From an optimization exercise on the open Yosys and OpenROAD flow, aimed at small area; shortcuts taken in it are not production practice. Only simulation tests tie the RTL to the original design; equivalence was not proved. In this run the design's own scripts or RTL, not TritonCTS, make the clock network. The clock port is modelled as an ideal driver, which makes a skipped or thinned clock tree look cheaper than it is; a real chip needs a root buffer or a tree. Power figures rest on the tool's default switching activity, not on a simulated workload.

===== flow/design.v =====
module ChangingLED (
    input clk_24M,
    input rst,           
    output wire led_r,
    output wire led_g,
    output wire led_b,
    input wire btn_a_i,
    input wire btn_b_i
);
reg [1:0] ph;
always @(posedge clk_24M) begin
    if (rst) ph <= 2'b00;
    else     ph <= {ph[0], ~ph[1]};
end
wire tick = ~ph[1] & ph[0];
reg [6:0] a;
wire aEnd = a[6] & a[5] & a[1] & a[0];           
wire [6:0] aT = {&a[5:0], &a[4:0], &a[3:0], &a[2:0], &a[1:0], a[0], 1'b1};
always @(posedge clk_24M) begin
    if (rst)       a <= 7'd0;
    else if (tick) a <= aEnd ? 7'd0 : a ^ aT;
end
wire m = (a[5] & ~a[4] & ~a[3] & a[2] & a[1] & ~a[0]) |           
         (a[5] & a[4] & a[3] & a[2] & a[1] & a[0]) |              
         (a[6] & a[4] & a[3] & ~a[2] & ~a[1] & ~a[0]) |           
         (~a[6] & ~a[5] & ~a[4] & a[3] & a[2] & ~a[1] & a[0]);    
reg [2:0] c;
always @(posedge clk_24M) begin
    if (rst)           c <= 3'b000;
    else if (tick & m) c <= {c[1], c[0], ~c[2] & ~c[1]};
end
wire step1 = tick & m & c[1] & c[0];
reg       s0;
reg [1:0] run;
reg [9:0] cnt;
reg       btn;       
wire dirB = s0;
wire cntTop = ~cnt[0] & ~cnt[2] & ~cnt[3] & cnt[4] & ~cnt[5] & ~cnt[6] & ~cnt[8] & ~cnt[9];   
wire cntBot = ~cnt[0] & ~cnt[2] & ~cnt[3] & ~cnt[4] & ~cnt[6] & ~cnt[7] & cnt[8] & ~cnt[9];   
wire cntDone = dirB ? cntTop : cntBot;
wire stable = run[1] & run[0];
wire same = ~(btn_b_i ^ s0);
wire [9:0] cntUp = {cnt[8:0], cnt[9] ^ cnt[6]};
wire [9:0] cntDn = {cnt[0] ^ cnt[7], cnt[9:1]};
always @(posedge clk_24M) begin
    if (rst) begin
        s0  <= 1'b1;
        run <= 2'b11;
        cnt <= 10'h092;      
        btn <= 1'b1;
    end else if (tick) begin
        s0  <= btn_b_i;
        run <= same ? {run[1] | run[0], run[1] | ~run[0]} : 2'b00;
        if (!cntDone) cnt <= dirB ? cntUp : cntDn;
        if (cntDone && stable) btn <= dirB;
    end
end
reg btnD;
always @(posedge clk_24M) begin
    if (rst)       btnD <= 1'b1;
    else if (tick) btnD <= btn;
end
reg [2:0] bin;
wire [2:0] gray = {bin[2], bin[2:1] ^ bin[1:0]};
wire [2:0] jsel = bin[0] ? 3'b001 : bin[1] ? 3'b010 : 3'b100;
wire xIn = |(jsel & gray);
reg [5:0] rx, ry;
wire dirX = btnD & xIn;
wire dirY = btnD & (|bin);
wire dX = dirX ? (rx[5] & rx[4] & rx[1]) : ~(|rx);
wire dY = dirY ? (ry[5] & ry[4] & ry[1]) : ~(|ry);
wire [5:0] xx = dirX ? rx : ~rx;
wire [5:0] xy = dirY ? ry : ~ry;
wire [5:0] tx = {&xx[4:0], &xx[3:0], &xx[2:0], &xx[1:0], xx[0], 1'b1};
wire [5:0] ty = {&xy[4:0], &xy[3:0], &xy[2:0], &xy[1:0], xy[0], 1'b1};
wire step = btnD & dX & dY;
wire [2:0] nbin = bin ^ {bin[1] & bin[0], bin[0], 1'b1};
wire nxIn = (nbin == 3'd1) | (nbin == 3'd2) | (nbin == 3'd4) | (nbin == 3'd5);
always @(posedge clk_24M) begin
    if (rst) begin
        rx <= 6'd0;
        ry <= 6'd0;
        bin <= 3'd0;
    end else if (step1) begin
        if (step) begin
            bin <= nbin;
            rx <= nxIn ? 6'd0 : 6'd50;
        end else begin
            if (!dX) rx <= rx ^ tx;
            if (!dY) ry <= ry ^ ty;
        end
    end
end
wire [5:0] lx, ly;
assign lx[0] = ~a[0] | rx[0];
assign ly[0] = ~a[0] | ry[0];
genvar i;
generate
    for (i = 1; i < 6; i = i + 1) begin : cmp
        assign lx[i] = (~a[i] & rx[i]) | (~a[i] & lx[i-1]) | (rx[i] & lx[i-1]);
        assign ly[i] = (~a[i] & ry[i]) | (~a[i] & ly[i-1]) | (ry[i] & ly[i-1]);
    end
endgenerate
wire aPos = ~a[6] & (|a[5:0]);
wire px = aPos & lx[5];
wire py = aPos & ly[5];
wire [2:0] pwm = (jsel & {3{px}}) | (~jsel & gray & {3{py}});
assign led_r = ~pwm[2];
assign led_g = ~pwm[1];
assign led_b = ~pwm[0];
endmodule

===== flow/flow/run.sh =====
#!/bin/bash
# Own layout flow: the standard flow (standard.sh) with these changes to
# how the layout is made:
#  - synthesis maps the logic with an area-oriented ABC script
#    (flow/abc_area.script, in place of ORFS's abc_speed.script) and without
#    ORFS's separate half/full-adder cell step (ADDER_MAP_FILE empty);
#    registers, their names and cell types are those of the standard synthesis;
#  - the port buffers are buf_1 cells;
#  - in place of clock tree synthesis, three clock buffers (flow/clock_buffer.tcl)
#    drive the flip-flop clock pins;
#  - timing repair after global routing may downsize cells (RECOVER_POWER).
# Each tool's output goes to ORFS's per-step logs under orfs/logs/, and make's
# output to flow_make.log here.
set -euo pipefail
W=$(pwd)
rm -rf "$W/scripts_area"
cp -r "$FLOW_HOME/scripts" "$W/scripts_area"
cp "$W/flow/abc_area.script" "$W/scripts_area/abc_speed.script"
sed -i "s|^log_cmd clock_tree_synthesis .*|source $W/flow/clock_buffer.tcl|" "$W/scripts_area/cts.tcl"
grep -q clock_buffer.tcl "$W/scripts_area/cts.tcl"
export SCRIPTS_DIR="$W/scripts_area"
export ADDER_MAP_FILE=
export BUFFER_PORTS_ARGS="-buffer_cell sky130_fd_sc_hd__buf_1"
export CTS_ARGS="-sink_clustering_enable -repair_clock_nets -dont_use_dummy_load"
export RECOVER_POWER=100
EXTRA="RECOVER_POWER=100"
bash standard.sh SCRIPTS_DIR="$SCRIPTS_DIR" ADDER_MAP_FILE= \
    BUFFER_PORTS_ARGS="$BUFFER_PORTS_ARGS" CTS_ARGS="$CTS_ARGS" $EXTRA finish \
    > "$W/flow_make.log" 2>&1

===== flow/flow/abc_area.script =====
strash
ifraig
dc2
&get -n
&deepsyn -T 20
&put
dch -f
amap
topo

===== flow/flow/clock_buffer.tcl =====
# Clock distribution in place of TritonCTS: the flip-flops are split into
# three groups by x position; in each group one clock buffer, placed at the
# centre of its flip-flops, drives their clock pins. All the buffers are the
# same cell and are driven straight from the clock port.
proc my_clock_buffers { ngroups cell } {
  set block [ord::get_db_block]
  set db [ord::get_db]
  set clk_net [$block findNet clk_24M]
  set master [$db findMaster $cell]
  set sinks {}
  foreach it [$clk_net getITerms] {
    set box [[$it getInst] getBBox]
    lappend sinks [list [expr { ([$box xMin] + [$box xMax]) / 2 }] [expr { ([$box yMin] + [$box yMax]) / 2 }] $it]
  }
  set sinks [lsort -integer -index 0 $sinks]
  set n [llength $sinks]
  for { set k 0 } { $k < $ngroups } { incr k } {
    set group [lrange $sinks [expr { $k * $n / $ngroups }] [expr { ($k + 1) * $n / $ngroups - 1 }]]
    set buf [odb::dbInst_create $block $master clkbuf_0_clk_$k]
    set net [odb::dbNet_create $block clknet_0_clk_$k]
    $net setSigType CLOCK
    set sx 0
    set sy 0
    foreach s $group {
      lassign $s x y it
      set sx [expr { $sx + $x }]
      set sy [expr { $sy + $y }]
      $it disconnect
      $it connect $net
    }
    [$buf findITerm A] connect $clk_net
    [$buf findITerm X] connect $net
    set m [llength $group]
    $buf setLocation [expr { $sx / $m }] [expr { $sy / $m }]
    $buf setPlacementStatus PLACED
    puts "clock buffer $k ($cell) drives $m clock pins"
  }
  set_propagated_clock [all_clocks]
}
my_clock_buffers 3 sky130_fd_sc_hd__clkbuf_8

===== flow/standard.sh =====
#!/bin/bash
# synth_recipe.tcl (not shown) runs the flow's synth.tcl, then flattens the netlist and writes it again
# the make line also repeats each setting of config.mk as NAME=value (left out here)
make -C /OpenROAD-flow-scripts/flow DESIGN_CONFIG=/design/flow/config.mk WORK_HOME=/design/flow/orfs CLKGATE_MAP_FILE= SYNTH_SCRIPT=/design/flow/synth_recipe.tcl "${@:-finish}"

===== flow/config.mk =====
export PLATFORM = sky130hd
export DESIGN_NAME = ChangingLED
export DESIGN_NICKNAME = ChangingLED
export VERILOG_FILES = /design/flow/design.v
export SDC_FILE = /design/flow/constraint.sdc
export NUM_CORES = 4
export LEC_CHECK = 0
export CAP_MARGIN = 20
export CORE_MARGIN = 2
export CORE_UTILIZATION = 40
export SLEW_MARGIN = 20

===== flow/constraint.sdc =====
create_clock -name core_clock -period 20.0 [get_ports {clk_24M}]
set_input_delay 4.0000 -clock core_clock [delete_from_list [all_inputs] [get_ports {clk_24M}]]
set_output_delay 4.0000 -clock core_clock [all_outputs]
set_load 0.01 [all_outputs]

==> notes.md <==
## routing by layer
metal | global-route usage | part of all wire | vias up | wire, um
met1 | 0.214 | 0.50 | 845 | 2050
met5 | 0 | 0 | - | 0
met2 | 0.274 | 0.46 | 21 | 1900
met3 | 0.00949 | 0.025 | 4 | 101
met4 | 0.0139 | 0.0096 | 0 | 39
li1 | - | - | 964 | -
## power groups by stage
stage / clock network (W) / registers [W] / logic [W]
2_1_floorplan: 0 / 0.0000986 / 0.0000218
3_3_place_gp: 0 / 0.000100 / 0.0000278
3_5_place_dp: 0 / 0.000100 / 0.0000277
4_1_cts: 0.0000363 / 0.0000982 / 0.0000276
5_1_grt: 0.0000400 / 0.0000995 / 0.0000310
6_report: 0.0000345 / 0.0000983 / 0.0000275
## critical path, delay by kind of cell
| kind | cells | cell delay, ns |
|---|---|---|
| AND/OR/NAND/NOR | 1 | 0.34 |
| buffers and inverters | 5 | 1.44 |
| AO/OA/AOI/OAI | 1 | 0.37 |
## stage by stage
stage	hold slack, ns	cells	setup slack (ns)
3_3_place_gp	0.400	333	14.05
3_5_place_dp	0.402	333	14.06
5_1_grt	0.435	336	13.59
2_1_floorplan	0.389	260	14.37
4_1_cts	0.417	336	13.86
6_report	0.414	336	13.88
## layout by cell type, fill, tap and decap left out, drive strengths merged, types with 7 or more instances in the layout
cell	Yosys	final
clkinv	49	49
nor2	44	44
dfxtp	42	42
nand2	19	19
o21ai	16	16
a221oi	13	13
a21oi	12	12
a31oi	9	9
a211oi	9	9
nor3	7	7
## logic make-up after synthesis
group                  share of synthesized area
AOI/OAI and AO/OA                          0.310
buffers and inverters                     0.0932
DFF                                        0.426
and+or+nand+nor                            0.171
## sequential cells by signal (all words and copies together) (netlist names), 2 cells and up
register,flops
cnt,10
a,7
rx,6
ry,6
bin,3
c,3
ph,2
run,2
## area by class of cell
class                   instances  share of cell area
plain buffers                   3              0.0195
multi-input cells             169               0.447
inverters                      49              0.0867
flip-flops and latches         42               0.396
repair buffers                  6              0.0106
well taps                      67              0.0395
## path summary, 6_finish.rpt
check	from	to	cells past startpoint
hold / removal	ph[1]	ph[0]	1
hold reg to reg	ph[1]	ph[0]	1
setup reg to reg	bin[0]	bin[2]	16
setup / recovery	rst	cnt[0]	7
==> reports/results.txt <==
Ant diodes -> 0
Vias per inst -> 5.46
Share of Yosys cell area claimed by the top area cell type -> 0.426
Post-CTS Setup Bufs -> 0
Post-Synthesis Cell Area -> 1970 um2
FF+latch area -> 841 um2
Max Cap Viol -> 0
Worst Path Class, Setup -> input pin to flip-flop
Post-synthesis cell count -> 260
Core Box Area -> 4750 um2
Worst slew pin tran -> 0.879 ns
Final core occ -> 0.446
Post-CTS Resized -> 0
Pleak -> 0.688 nW
Hold_buf cts -> 0
Post-synth ARST share -> 0
Top cells by area, synth -> dfxtp_1, clkinv_1, nor2_1
Peak supply drop -> 0.0000685 V
Commonest cells post-synth -> clkinv_1, nor2_1, dfxtp_1
Largest net degree at the start of global routing -> 18
Avg Inst Size Synth -> 7.59 um2
Switching Fraction -> 0.271
Routed vias -> 1834
# IOs -> 7
Clock share of power -> 0.216
Reg2reg setup slack -> 16.23 ns
Antenna violations before repair -> 0
Die ar. -> 5510 um2
Multi-input gate area -> 948 um2
Dpl hpwl -> 3140 um
Post-synth top flop -> dfxtp_1
Clock Latency Late Sink -> 0.15 ns
P_int -> 0.000117 W
Slew HR -> 0.407
Flops & latches, synth -> 42
GRT Total Usage -> 0.154
Syn Nets -> 264
Psw -> 0.0000434 W
CP endpoint kind -> flip-flop
First-pass GRT wire length -> 7100 um
Final instance area -> 2120 um2
Final wirelength -> 4080 um
Drt drc -> 0
Die Ht -> 74.2 um
Fin nets -> 275
WP data required -> 20.03 ns
CP max stage cell -> clkbuf_1
Sequential power share -> 0.613
Worst-path fanout max -> 17
Post-route minimum period -> 6.12 ns
Final Hold Violating Endpoints -> 0
Gate power share -> 0.172
Crit path DAT -> 6.15 ns
Worst path max stage delay -> 0.58 ns
1st-pass router iterations -> 4
Worst path cell trace -> buf_1, clkbuf_1, clkinv_1, nand2_1, clkinv_1, a222oi_1, clkinv_1
Final setup fails -> 0
Sequential area share after synthesis -> 0.426
RSZ-0062 raised after global routing -> no
Setup TNS -> 0 ns
Post-DP Area -> 2080 um2
Overflow after GRT -> 0
Worst min path class -> flip-flop to flip-flop
I/O Buffers -> 5
Yosys top cell by area -> dfxtp_1
Ys Warns -> 1
Max-slew violation count -> 0
Die width -> 74.2 um
Row Count -> 25
CP Launch Type -> input pin
Routability congestion estimate -> 0.850
Cell with the most instances after synthesis -> clkinv_1
PD cells -> 75.6 nW/um2
Fmax -> 163 MHz
EDFF count, synth -> 0
Fin crit share -> 0.306
Initial Util -> 0.415
Routed Antenna Nets -> 0
Run status -> complete, no violations
DR WL/cell -> 12.2 um
Synth cell types -> 26
Layout cells sized above 1 -> 0.0112
Layout area overhead -> 7.48%
DR iter-0 viols -> 115
Number of global-route vias before repair -> 1625
Filler cells -> 518
Clock Skew -> 0.00790 ns
Clock transition at path regs -> 0.08 ns
Crit path top cell by count -> clkinv_1
Total power -> 0.000160 W

==> what the ideal ports hide <==
Ports are ideal in the flow. The routed layout listed here was re-timed in OpenROAD.
Step 1 assumes that a clkbuf_16 drives the clock port and a buf_2 every other input.
Step 2 times the ports against the registers' clock, not the clock port: input delays grow and output delays shrink by t, the midpoint of the rising clock arrivals with the driver on.
Three values: ideal ports, drivers, drivers and shift; two values: the first two.
t (ns): 0.190
slack for setup (ns): 13.880 / 13.846 / 13.709
worst setup path after step 2: input to register
After both steps this run still meets setup and hold. The setup slack of this run moves by -0.034 ns with the drivers and by -0.171 ns with both steps.
